From an optimization exercise on the open Yosys and OpenROAD flow, aimed at small area, a short achievable clock period and few clock cycles per item; shortcuts taken in it are not production practice.
In this exercise RTL edits were held to simulation tests only and were not proved equivalent to the original.

## design/flow/design.v

```verilog
`timescale 1ns / 1ps
module SHA256(
  input clk,
  input [2:0] P,
  input [255:0] passwd_hash,  
  input [71:0] start,  
  output [71:0] hash,
  output done  
    );
localparam [2:0] S_MAIN_INIT = 0, S_MAIN_BTN = 1, S_MAIN_CALCULATE = 2,
                 S_MAIN_SHOW = 3;
reg [31:0] H0;
reg [31:0] H1;
reg [31:0] H2;
reg [31:0] H3;
reg [31:0] H4;
reg [31:0] H5;
reg [31:0] H6;
reg [31:0] H7;
reg [31:0] K [0:63];
reg [31:0] W [0:63];
reg [31:0] a, b, c, d, e, f, g, h;
reg [31:0] temp1, temp2;
reg cnt;
reg [71:0] curnum;
reg [255:0] H_out;
integer i;
assign done = (i==131);
assign hash = curnum;
always @(posedge clk) begin
  if (P == S_MAIN_INIT) begin
    curnum <= start;
    i <= 0;
    a <= 32'h6a09e667; b <= 32'hbb67ae85; c <= 32'h3c6ef372; d <= 32'ha54ff53a;
    e <= 32'h510e527f; f <= 32'h9b05688c; g <= 32'h1f83d9ab; h <= 32'h5be0cd19;
    cnt <= 0;
    H_out <= 0;
    H0 <= 32'h6a09e667;
    H1 <= 32'hbb67ae85;
    H2 <= 32'h3c6ef372;
    H3 <= 32'ha54ff53a;
    H4 <= 32'h510e527f;
    H5 <= 32'h9b05688c;
    H6 <= 32'h1f83d9ab;
    H7 <= 32'h5be0cd19;
    K[ 0] <= 32'h428a2f98;
    K[ 1] <= 32'h71374491;
    K[ 2] <= 32'hb5c0fbcf;
    K[ 3] <= 32'he9b5dba5;
    K[ 4] <= 32'h3956c25b;
    K[ 5] <= 32'h59f111f1;
    K[ 6] <= 32'h923f82a4;
    K[ 7] <= 32'hab1c5ed5;
    K[ 8] <= 32'hd807aa98;
    K[ 9] <= 32'h12835b01;
    K[10] <= 32'h243185be;
    K[11] <= 32'h550c7dc3;
    K[12] <= 32'h72be5d74;
    K[13] <= 32'h80deb1fe;
    K[14] <= 32'h9bdc06a7;
    K[15] <= 32'hc19bf174;
    K[16] <= 32'he49b69c1;
    K[17] <= 32'hefbe4786;
    K[18] <= 32'h0fc19dc6;
    K[19] <= 32'h240ca1cc;
    K[20] <= 32'h2de92c6f;
    K[21] <= 32'h4a7484aa;
    K[22] <= 32'h5cb0a9dc;
    K[23] <= 32'h76f988da;
    K[24] <= 32'h983e5152;
    K[25] <= 32'ha831c66d;
    K[26] <= 32'hb00327c8;
    K[27] <= 32'hbf597fc7;
    K[28] <= 32'hc6e00bf3;
    K[29] <= 32'hd5a79147;
    K[30] <= 32'h06ca6351;
    K[31] <= 32'h14292967;
    K[32] <= 32'h27b70a85;
    K[33] <= 32'h2e1b2138;
    K[34] <= 32'h4d2c6dfc;
    K[35] <= 32'h53380d13;
    K[36] <= 32'h650a7354;
    K[37] <= 32'h766a0abb;
    K[38] <= 32'h81c2c92e;
    K[39] <= 32'h92722c85;
    K[40] <= 32'ha2bfe8a1;
    K[41] <= 32'ha81a664b;
    K[42] <= 32'hc24b8b70;
    K[43] <= 32'hc76c51a3;
    K[44] <= 32'hd192e819;
    K[45] <= 32'hd6990624;
    K[46] <= 32'hf40e3585;
    K[47] <= 32'h106aa070;
    K[48] <= 32'h19a4c116;
    K[49] <= 32'h1e376c08;
    K[50] <= 32'h2748774c;
    K[51] <= 32'h34b0bcb5;
    K[52] <= 32'h391c0cb3;
    K[53] <= 32'h4ed8aa4a;
    K[54] <= 32'h5b9cca4f;
    K[55] <= 32'h682e6ff3;
    K[56] <= 32'h748f82ee;
    K[57] <= 32'h78a5636f;
    K[58] <= 32'h84c87814;
    K[59] <= 32'h8cc70208;
    K[60] <= 32'h90befffa;
    K[61] <= 32'ha4506ceb;
    K[62] <= 32'hbef9a3f7;
    K[63] <= 32'hc67178f2;
  end else if(P == S_MAIN_CALCULATE && i<16) begin  
    W[0] <= curnum[71:40];
    W[1] <= curnum[39:8];
    W[2] <= {curnum[7:0],24'b100000000000000000000000};
    W[3] <= 32'd0;
    W[4] <= 32'd0;
    W[5] <= 32'd0;
    W[6] <= 32'd0;
    W[7] <= 32'd0;
    W[8] <= 32'd0;
    W[9] <= 32'd0;
    W[10] <= 32'd0;
    W[11] <= 32'd0;
    W[12] <= 32'd0;
    W[13] <= 32'd0;
    W[14] <= 32'd0;
    W[15] <= 32'b00000000_00000000_00000000_01001000;  
    i <= 16;
  end else if(P == S_MAIN_CALCULATE && i<64) begin  
    W[i] <= W[i-16] + 
            ({W[i-15][ 6:0], W[i-15][31: 7]} ^ {W[i-15][17:0], W[i-15][31:18]} ^ ((W[i-15] >>  3))) +  
            W[i- 7] +
            ({W[i- 2][16:0], W[i- 2][31:17]} ^ {W[i- 2][18:0], W[i- 2][31:19]} ^ ((W[i- 2] >> 10)));   
    i <= i+1;
  end else if(P == S_MAIN_CALCULATE && i<128) begin
    case(cnt)
    0:begin
      temp1 <= h + 
              ({e[5:0], e[31:6]} ^ {e[10:0], e[31:11]} ^ {e[24:0], e[31:25]}) +  
              ((e & f) ^ (~e & g)) +  
              W[i-64] + K[i-64];
      temp2 <= ({a[1:0], a[31:2]} ^ {a[12:0], a[31:13]} ^ {a[21:0], a[31:22]}) +  
              ((a & b) ^ (a & c) ^ (b & c));  
      cnt <= 1;
    end
    1:begin
      a <= temp1 + temp2;
      b <= a;
      c <= b;
      d <= c;
      e <= d + temp1;
      f <= e;
      g <= f;
      h <= g;
      cnt <= 0;
      i <= i+1;
    end
    endcase
  end else if(P == S_MAIN_CALCULATE && i==128) begin
            H0 <= H0 + a;
            H1 <= H1 + b;
            H2 <= H2 + c;
            H3 <= H3 + d;
            H4 <= H4 + e;
            H5 <= H5 + f;
            H6 <= H6 + g;
            H7 <= H7 + h;
            i  <= i+1;
  end else if(P == S_MAIN_CALCULATE && i==129) begin
    H_out <= {H0, H1, H2, H3, H4, H5, H6, H7};
    i <= i+1;
  end else if(P == S_MAIN_CALCULATE && i==130) begin
    if(passwd_hash == H_out) i <= 131;
    else begin
      i <= 0;
      H0 <= 32'h6a09e667;
      H1 <= 32'hbb67ae85;
      H2 <= 32'h3c6ef372;
      H3 <= 32'ha54ff53a;
      H4 <= 32'h510e527f;
      H5 <= 32'h9b05688c;
      H6 <= 32'h1f83d9ab;
      H7 <= 32'h5be0cd19;
      a <= 32'h6a09e667;
      b <= 32'hbb67ae85;
      c <= 32'h3c6ef372;
      d <= 32'ha54ff53a;
      e <= 32'h510e527f;
      f <= 32'h9b05688c;
      g <= 32'h1f83d9ab;
      h <= 32'h5be0cd19;
      cnt <= 0;
      if(curnum[7:0] == "9") begin  
        curnum[7:0] <= "0";
        if(curnum[15:8] == "9") begin
          curnum[15:8] <= "0";
            if(curnum[23:16] == "9") begin
            curnum[23:16] <= "0";
              if(curnum[31:24] == "9") begin
              curnum[31:24] <= "0";
                if(curnum[39:32] == "9") begin
                curnum[39:32] <= "0";
                  if(curnum[47:40] == "9") begin
                  curnum[47:40] <= "0";
                    if(curnum[55:48] == "9") begin
                    curnum[55:48] <= "0";
                      if(curnum[63:56] == "9") begin
                      curnum[63:56] <= "0";
                        if(curnum[71:64] == "9") begin
                        curnum[71:64] <= "0";
                      end else
                        curnum[71:64] <= curnum[71:64]+1;
                    end else
                      curnum[63:56] <= curnum[63:56]+1;
                  end else
                    curnum[55:48] <= curnum[55:48]+1;
                end else
                  curnum[47:40] <= curnum[47:40]+1;
              end else
                curnum[39:32] <= curnum[39:32]+1;
            end else
              curnum[31:24] <= curnum[31:24]+1;
          end else
            curnum[23:16] <= curnum[23:16]+1;
        end else
          curnum[15:8] <= curnum[15:8]+1;
      end else 
        curnum <= curnum+1;
    end 
  end
end
endmodule
```

## design/flow/run.sh

```bash
#!/bin/bash
# synth_recipe.tcl (not shown) runs the flow's synth.tcl, then flattens the netlist and writes it again
# the make line also repeats each setting of config.mk as NAME=value (left out here)
make -C /OpenROAD-flow-scripts/flow DESIGN_CONFIG=/design/flow/config.mk WORK_HOME=/design/flow/orfs CLKGATE_MAP_FILE= SYNTH_SCRIPT=/design/flow/synth_recipe.tcl finish
```

## design/flow/config.mk

```make
export PLATFORM = sky130hd
export DESIGN_NAME = SHA256
export DESIGN_NICKNAME = SHA256
export VERILOG_FILES = /design/flow/design.v
export SDC_FILE = /design/flow/constraint.sdc
export NUM_CORES = 4
export LEC_CHECK = 0
export CAP_MARGIN = 20
export CORE_MARGIN = 2
export CORE_UTILIZATION = 40
export SLEW_MARGIN = 20
export SYNTH_MEMORY_MAX_BITS = 8192
```

## design/flow/constraint.sdc

```tcl
create_clock -name core_clock -period 15.0 [get_ports {clk}]
set_input_delay 3.0000 -clock core_clock [delete_from_list [all_inputs] [get_ports {clk}]]
set_output_delay 3.0000 -clock core_clock [all_outputs]
set_load 0.01 [all_outputs]
```

==> impl_metrics.tcl <==
set metrics [dict create \
    vias 129437 \
    synth_cells 13334 \
    grt.total_usage_pct 30.23 \
    first_iter_violations 18023 \
    path_class "flip-flop to flip-flop" \
    grt_max_degree 204 \
    crit_fanout 89 \
    layout.nets 14375 \
    synth_nets 14269 \
    cp_common_cell "mux4_2" \
    fp.dieH_um 675.2 \
    synth-edff-count 2184 \
    finalClockSkew_ns 0.04996 \
    cts_buffers 329 \
    ios 405 \
    end_kind "flip-flop" \
    dr.pass1.iters 7 \
    avgRoutedWirePerCell_um 35.75 \
    worst_pin_slew_ns 1.279 \
    cp_data_required_time_ns 15.71 \
    hold_path_class "flip-flop to flip-flop" \
    clock_latency_ns 0.99 \
    setup_tns_ns 0 \
    crit_arrival_ns 12.54 \
    rsz0062_at_grt "false" \
    drive_above_1_share_pct 22.79 \
    tritoncts "done" \
    cts.root.buffer_cell "clkbuf_16" \
    ys_warn_count 2 \
    avgSynthCellArea_um2 13.51 \
    reg_top3 "W: 2048 flops, H_out: 256 flops, curnum: 72 flops" \
    portBuffers 404 \
    first_global_vias 122570 \
    synth-seq-cells 2985 \
    drv_slew 0 \
    cts.repair.resized 0 \
    cp_cell_sequence "buf_12, buf_4, buf_4, mux4_2, mux4_2, mux4_2, xor2_1, xnor2_1, fa_1, fa_1, inv_1, ha_1, nor2b_1, o2111a_1, o31ai_1, a21oi_1, a31oi_1, o21ai_1, o311a_1, a31o_2, o41ai_2, xor2_2, inv_1, buf_16" \
    cp_slowest_stage_delay_ns 0.94 \
    status "timing/DRC/antenna clean" \
    cp-start-kind "flip-flop" \
    holdBufCountCts 0 \
    antenna_found_initial 26 \
    ys_types 97 \
    clkSlewWorstSetupHoldPaths_ns 0.06 \
    largest_reg_flops 2048 \
    syn_area_um2 180200 \
    htreeDepth 5 \
    fin_crit_ns 11.83 \
    overflow 0 \
    r2r_setup_slack_ns 3.17 \
    fmax_ghz 0.08456 \
    finalSetupViolCount 0 \
    hpwl_mm 478.7 \
    dieArea_um2 455900 \
    row_count 246 \
    synthFlopType "edfxtp_1" \
    wirelength_mm 703.2 \
    stdcell_count 19670 \
    die_w_um 675.2 \
    regMostFlops "W" \
    finalHoldViolCount 0 \
    start_util_pct 40.15 \
    via_per_inst 6.580 \
    synthArstFlopShare_pct 0 \
    postCtsSetupBuffers 0 \
    gp_congestion 1.002 \
    coreArea_um2 448800 \
    drtAntennaViolNets 0 \
    area_growth_pct 12.24 \
    cts.sinks 2985 \
    grt_pass1_wl_mm 973.3 \
    ys_seq_area_share_pct 45.30 \
    relSlewSlack_pct 14.70 \
    min_period_over_period_pct 78.84 \
    layout_commonest_cell "edfxtp_1" \
    final_cell_mix "edfxtp_1 (2,184), mux4_2 (2,003), nand2_1 (1,196), nor2_1 (889), dfxtp_1 (795)" \
    dpl.cell_count 19058 \
    drcViolationCount 0 \
    clk_path_buf_depth 4 \
    crit_slowest_cell "dfxtp_4" \
    drv_cap 0 \
]
-- cells in the mapped netlist (67+ instances only) --
cell type	number	share of area (%)
nand2_1	1216	2.5
xor2_1	300	1.5
a21oi_1	748	2.1
mux4_2	2003	25
o22ai_1	95	0.33
o22a_1	103	0.50
nand2b_1	68	0.24
clkbuf_1	599	1.2
fa_1	165	1.8
nand4_1	118	0.41
a22oi_1	67	0.28
mux2i_1	308	1.7
ha_1	438	3.0
inv_1	348	0.72
o21ai_0	438	1.2
nand3_1	130	0.36
buf_2	141	0.39
and3_1	70	0.24
nor3_1	91	0.25
a22o_1	80	0.39
edfxtp_1	2184	36
dfxtp_1	801	8.9
xnor2_1	570	2.8
buf_1	101	0.21
a21o_1	206	0.86
nor2_1	938	2.0
-- final cells by class --
| type | instances | area [µm²] |
|---|---|---|
| antenna | 12 | 30.03 |
| clock buffer | 390 | 8812 |
| clock inverter | 207 | 2245 |
| fill | 39985 | 246500 |
| inverter | 352 | 1329 |
| multi-input combinational | 9042 | 93870 |
| sequential | 2985 | 81640 |
| tap | 5952 | 7447 |
| timing repair buffer | 730 | 6864 |
-- final timing paths --
check                                                to                     from  cells after the start
worst max-delay path                W[54][29]$_DFFE_PP_        i[0]$_SDFFE_PP0P_                     24
worst min-delay path            H_out[237]$_SDFFE_PP0P_  H_out[237]$_SDFFE_PP0P_                      2
worst max register to register      W[54][29]$_DFFE_PP_        i[0]$_SDFFE_PP0P_                     24
worst min register to register  H_out[237]$_SDFFE_PP0P_  H_out[237]$_SDFFE_PP0P_                      2
-- critical path, delay by kind of cell, from the launching register on --
kind	cells	cell delay (ns)
buffers and inverters	6	3.25
AOI/OAI and AO/OA	8	2.37
muxes	3	1.72
xor gates and xnor gates	3	1.45
adders and majority gates	3	1.33
DFF	1	0.94
and+or+nand+nor	1	0.17
-- metrics by stage --
step	instance area, µm²	utilization [%]	hold slack [ns]	setup slack [ns]
after floorplan	180200	-	0.4297	4.669
after global placement	191000	42.55	0.4465	3.337
after detailed placement	191100	42.58	0.4518	3.280
after CTS	202100	45.04	0.4609	3.238
after global routing	202200	45.06	0.4827	2.616
final	202200	45.07	0.4590	3.174
-- cell families (layout without fill, tap and decap cells) --
group / after synthesis / in the layout / share of synthesized area [%]
XOR/XNOR: 880 / 880 / 4.332
AO/OA/AOI/OAI: 2245 / 2245 / 7.926
AND/OR/NAND/NOR: 2920 / 2920 / 7.061
flip-flops: 2985 / 2985 / 45.30
buffers and inverters: 1307 / 1679 / 3.182
adder cells (fa/ha/maj): 634 / 634 / 5.047
multiplexers: 2363 / 2363 / 27.16
other: 0 / 12 / 0
-- routing by layer --
| layer | vias up | track usage, % | part of all wire [%] |
|---|---|---|---|
| met3 | 1819 | 7.395 | 12 |
| met5 | - | 0 | 0.020 |
| li1 | 52607 | - | - |
| met4 | 22 | 21.23 | 8.8 |
| met2 | 8999 | 45.11 | 43 |
| met1 | 65990 | 38.75 | 36 |
Testbench counts, summed over its fixed seeds: cycles 579,252, items 3,217.

[static timing again, ports no longer ideal]
No port has a modelled driver above. Below, the same layout with a new extraction and two added sets of constraints. Step 1, drivers: a clkbuf_16 drives clk and a buf_2 each remaining input, both assumed. Step 2 also shifts input and output timing later by t, the mid clock arrival at the registers, as if the neighbouring blocks saw the same clock. Three values: ideal ports, drivers, drivers and shift; two values: the first two.
shift t [ns]: 1.074
setup WS [ns]: 3.174 / 3.174 / 3.174
worst setup path at the end: register to register
pins driven straight from the clock port: 1
After both steps setup and hold are still met in this run. The setup slack of this run moves by 0.000 ns with the drivers and by 0.000 ns with both steps.
